What follows belongs to an exercise in optimizing a design on an open flow for small area, a short achievable clock period and few clock cycles; a production flow would make more cautious choices.
The RTL was checked by simulation tests, not by an equivalence proof against the original design.
Power figures rest on the tool's default switching activity, not on a simulated workload.

==> inputs of job 5880 <==
==> flow/design.v (excerpt) <==
module divider(
	input wire [31:0] dividend,
	input wire [31:0] divisor,
	input clk,
	input rst,
	input start,
	output wire [31:0] quotient,
	output wire [31:0] remainder,
	output wire busy,
	output wire done
);
==> flow/config.mk <==
export PLATFORM = sky130hd
export DESIGN_NAME = divider
export DESIGN_NICKNAME = divider
export VERILOG_FILES = /design/flow/design.v
export SDC_FILE = /design/flow/constraint.sdc
export NUM_CORES = 4
export LEC_CHECK = 0
export CAP_MARGIN = 20
export CORE_MARGIN = 2
export CORE_UTILIZATION = 40
export CTS_CLUSTER_DIAMETER = 150
export CTS_CLUSTER_SIZE = 60
export PLACE_DENSITY = 0.6
export SETUP_SLACK_MARGIN = 2.5
export SLEW_MARGIN = 20
==> flow/constraint.sdc <==
create_clock -name core_clock -period 8.0 [get_ports {clk}]
set_input_delay 1.6000 -clock core_clock [delete_from_list [all_inputs] [get_ports {clk}]]
set_output_delay 1.6000 -clock core_clock [all_outputs]
set_load 0.01 [all_outputs]
standard.sh (not shown) runs the stock make flow with config.mk's settings and CLKGATE_MAP_FILE= SYNTH_SCRIPT=/design/flow/synth_recipe.tcl, a recipe that flattens the netlist after the stock synthesis.
==> flow/flow/run.sh <==
#!/bin/bash
set -euo pipefail
export BUFFER_PORTS_ARGS="-buffer_cell sky130_fd_sc_hd__buf_1"
bash standard.sh > standard_flow.log 2>&1
==> inputs of job 7396, as changes to job 5880 <==
--- a/flow/design.v
+++ b/flow/design.v
@@ -339,29 +339,30 @@
 	wire ge2 = sb_c;
 	wire [31:0] r2 = ge2 ? sb_d : r1;
 	always @(posedge clk)
 		d <= running ? d >> 2 : s4;
 	wire trivial = b_zero | b_one | a_less;
 	wire [31:0] mark = 32'h40000000 >> {sh[4:1], 1'b0};
+	wire acc = ~running & start;
+	wire hold = ~running & ~start;
+	always @(posedge clk) begin
+		r <= ({32{acc}} & dividend & {32{~b_one}}) | ({32{running}} & r2) | ({32{hold}} & r);
+		q <= ({32{acc}} & ({32{b_zero}} | (dividend & {32{b_one}}) | (mark & {32{~trivial}})))
+			| ({32{running}} & {q[29:0], ge1, ge2}) | ({32{hold}} & q);
+	end
 	always @(posedge clk) begin
 		if (rst) begin
 			running <= 1'b0;
 			done_r <= 1'b0;
 		end
 		else if (!running) begin
 			if (start) begin
-				r <= dividend & {32{~b_one}};
-				q <= {32{b_zero}} | (dividend & {32{b_one}}) | (mark & {32{~trivial}});
 				running <= ~trivial;
 				done_r <= trivial;
 			end
 		end
-		else begin
-			r <= r2;
-			q <= {q[29:0], ge1, ge2};
-			if (q[30]) begin
-				running <= 1'b0;
-				done_r <= 1'b1;
-			end
+		else if (q[30]) begin
+			running <= 1'b0;
+			done_r <= 1'b1;
 		end
 	end
 endmodule
==> flow/flow/run.sh (replaced) <==
#!/bin/bash
set -euo pipefail
export BUFFER_PORTS_ARGS="-buffer_cell sky130_fd_sc_hd__buf_1"
export CTS_ARGS="-sink_clustering_enable -repair_clock_nets -dont_use_dummy_load"
bash standard.sh > standard_flow.log 2>&1
--- a/flow/config.mk
+++ b/flow/config.mk
@@ -5,11 +5,9 @@
 export SDC_FILE = /design/flow/constraint.sdc
 export NUM_CORES = 4
 export LEC_CHECK = 0
 export CAP_MARGIN = 20
 export CORE_MARGIN = 2
 export CORE_UTILIZATION = 40
-export CTS_CLUSTER_DIAMETER = 150
-export CTS_CLUSTER_SIZE = 60
 export PLACE_DENSITY = 0.6
 export SETUP_SLACK_MARGIN = 2.5
 export SLEW_MARGIN = 20
==> inputs of job 1884, as changes to job 5880 <==
--- a/flow/design.v
+++ b/flow/design.v
@@ -339,29 +339,30 @@
 	wire ge2 = sb_c;
 	wire [31:0] r2 = ge2 ? sb_d : r1;
 	always @(posedge clk)
 		d <= running ? d >> 2 : s4;
 	wire trivial = b_zero | b_one | a_less;
 	wire [31:0] mark = 32'h40000000 >> {sh[4:1], 1'b0};
+	wire acc = ~running & start;
+	wire hold = ~running & ~start;
+	always @(posedge clk) begin
+		r <= ({32{acc}} & dividend & {32{~b_one}}) | ({32{running}} & r2) | ({32{hold}} & r);
+		q <= ({32{acc}} & ({32{b_zero}} | (dividend & {32{b_one}}) | (mark & {32{~trivial}})))
+			| ({32{running}} & {q[29:0], ge1, ge2}) | ({32{hold}} & q);
+	end
 	always @(posedge clk) begin
 		if (rst) begin
 			running <= 1'b0;
 			done_r <= 1'b0;
 		end
 		else if (!running) begin
 			if (start) begin
-				r <= dividend & {32{~b_one}};
-				q <= {32{b_zero}} | (dividend & {32{b_one}}) | (mark & {32{~trivial}});
 				running <= ~trivial;
 				done_r <= trivial;
 			end
 		end
-		else begin
-			r <= r2;
-			q <= {q[29:0], ge1, ge2};
-			if (q[30]) begin
-				running <= 1'b0;
-				done_r <= 1'b1;
-			end
+		else if (q[30]) begin
+			running <= 1'b0;
+			done_r <= 1'b1;
 		end
 	end
 endmodule
==> flow/flow/run.sh (replaced) <==
#!/bin/bash
set -euo pipefail
export BUFFER_PORTS_ARGS="-buffer_cell sky130_fd_sc_hd__buf_1"
export CTS_ARGS="-sink_clustering_enable -repair_clock_nets -dont_use_dummy_load"
bash standard.sh > standard_flow.log 2>&1
==> flow/config.mk (replaced) <==
export PLATFORM = sky130hd
export DESIGN_NAME = divider
export DESIGN_NICKNAME = divider
export VERILOG_FILES = /design/flow/design.v
export SDC_FILE = /design/flow/constraint.sdc
export NUM_CORES = 4
export LEC_CHECK = 0
export CAP_MARGIN = 20
export CORE_MARGIN = 2
export CORE_UTILIZATION = 50
export PLACE_DENSITY = 0.6
export SETUP_SLACK_MARGIN = 2.5
export SLEW_MARGIN = 20
==> run summary <==
Job 7396 ran to the end with no violations. Job 5880 completed with no timing, DRC or antenna violations. Job 1884 completed without violations.
Hold slack is about the same in job 7396 and job 5880.
The highest cell count belongs to job 5880, the lowest to job 1884.
Between job 1884 and job 5880, the lower clock skew is in job 5880 (gap 5.4 ps).
Against job 5880, the setup slack of job 1884 is higher by 23 ps.
Via count: job 5880 > job 1884 > job 7396.
Power: job 5880 < job 1884 < job 7396.
Count of clock-buffer cells in the layout is the same in job 7396 and job 1884.
In critical path depth, job 7396 and job 5880 do not differ.
Between job 7396 and job 1884, the lower routed wire length is in job 7396 (gap 1.1%, measured against job 1884).
Testbench counts of job 5880, summed over its fixed seeds: cycles 5,255.
Testbench counts of job 7396, summed over its fixed seeds: cycles 5,255.
Testbench counts of job 1884, summed over its fixed seeds: cycles 5,255.

==> separate check: timing with driven ports <==
The flow's constraints put no driver on any port. The routed layouts listed below were extracted and timed again, unchanged, in two steps.
Step 1 sets driving cells, clkbuf_16 on the clock port and buf_2 on the other inputs (assumed; they add their load-dependent delay and slew).
Step 2 adds t to the input delays and takes it off the output delays; t is the mean of the earliest and latest rising clock arrival at the registers after step 1. Input paths then give back, and output paths get back, about the clock's delay inside the block.
Three values: ideal ports, drivers, drivers and shift; two values: the first two.
run | t, ns | setup slack, ns | clock arrival spread, ns | slew at the worst register clock pin (ns)
job 5880 | 0.398 | 2.636 / 2.656 / 2.258 | 0.022 / 0.022 | 0.09 / 0.09
job 7396 | 0.397 | 2.673 / 2.699 / 2.302 | 0.022 / 0.023 | 0.08 / 0.08
job 1884 | 0.396 | 2.659 / 2.688 / 2.292 | 0.028 / 0.028 | 0.08 / 0.08
After both steps every run listed still meets setup and hold. The setup slack of job 5880, which loses most, moves by +0.020 ns with the drivers and by -0.378 ns with both steps.
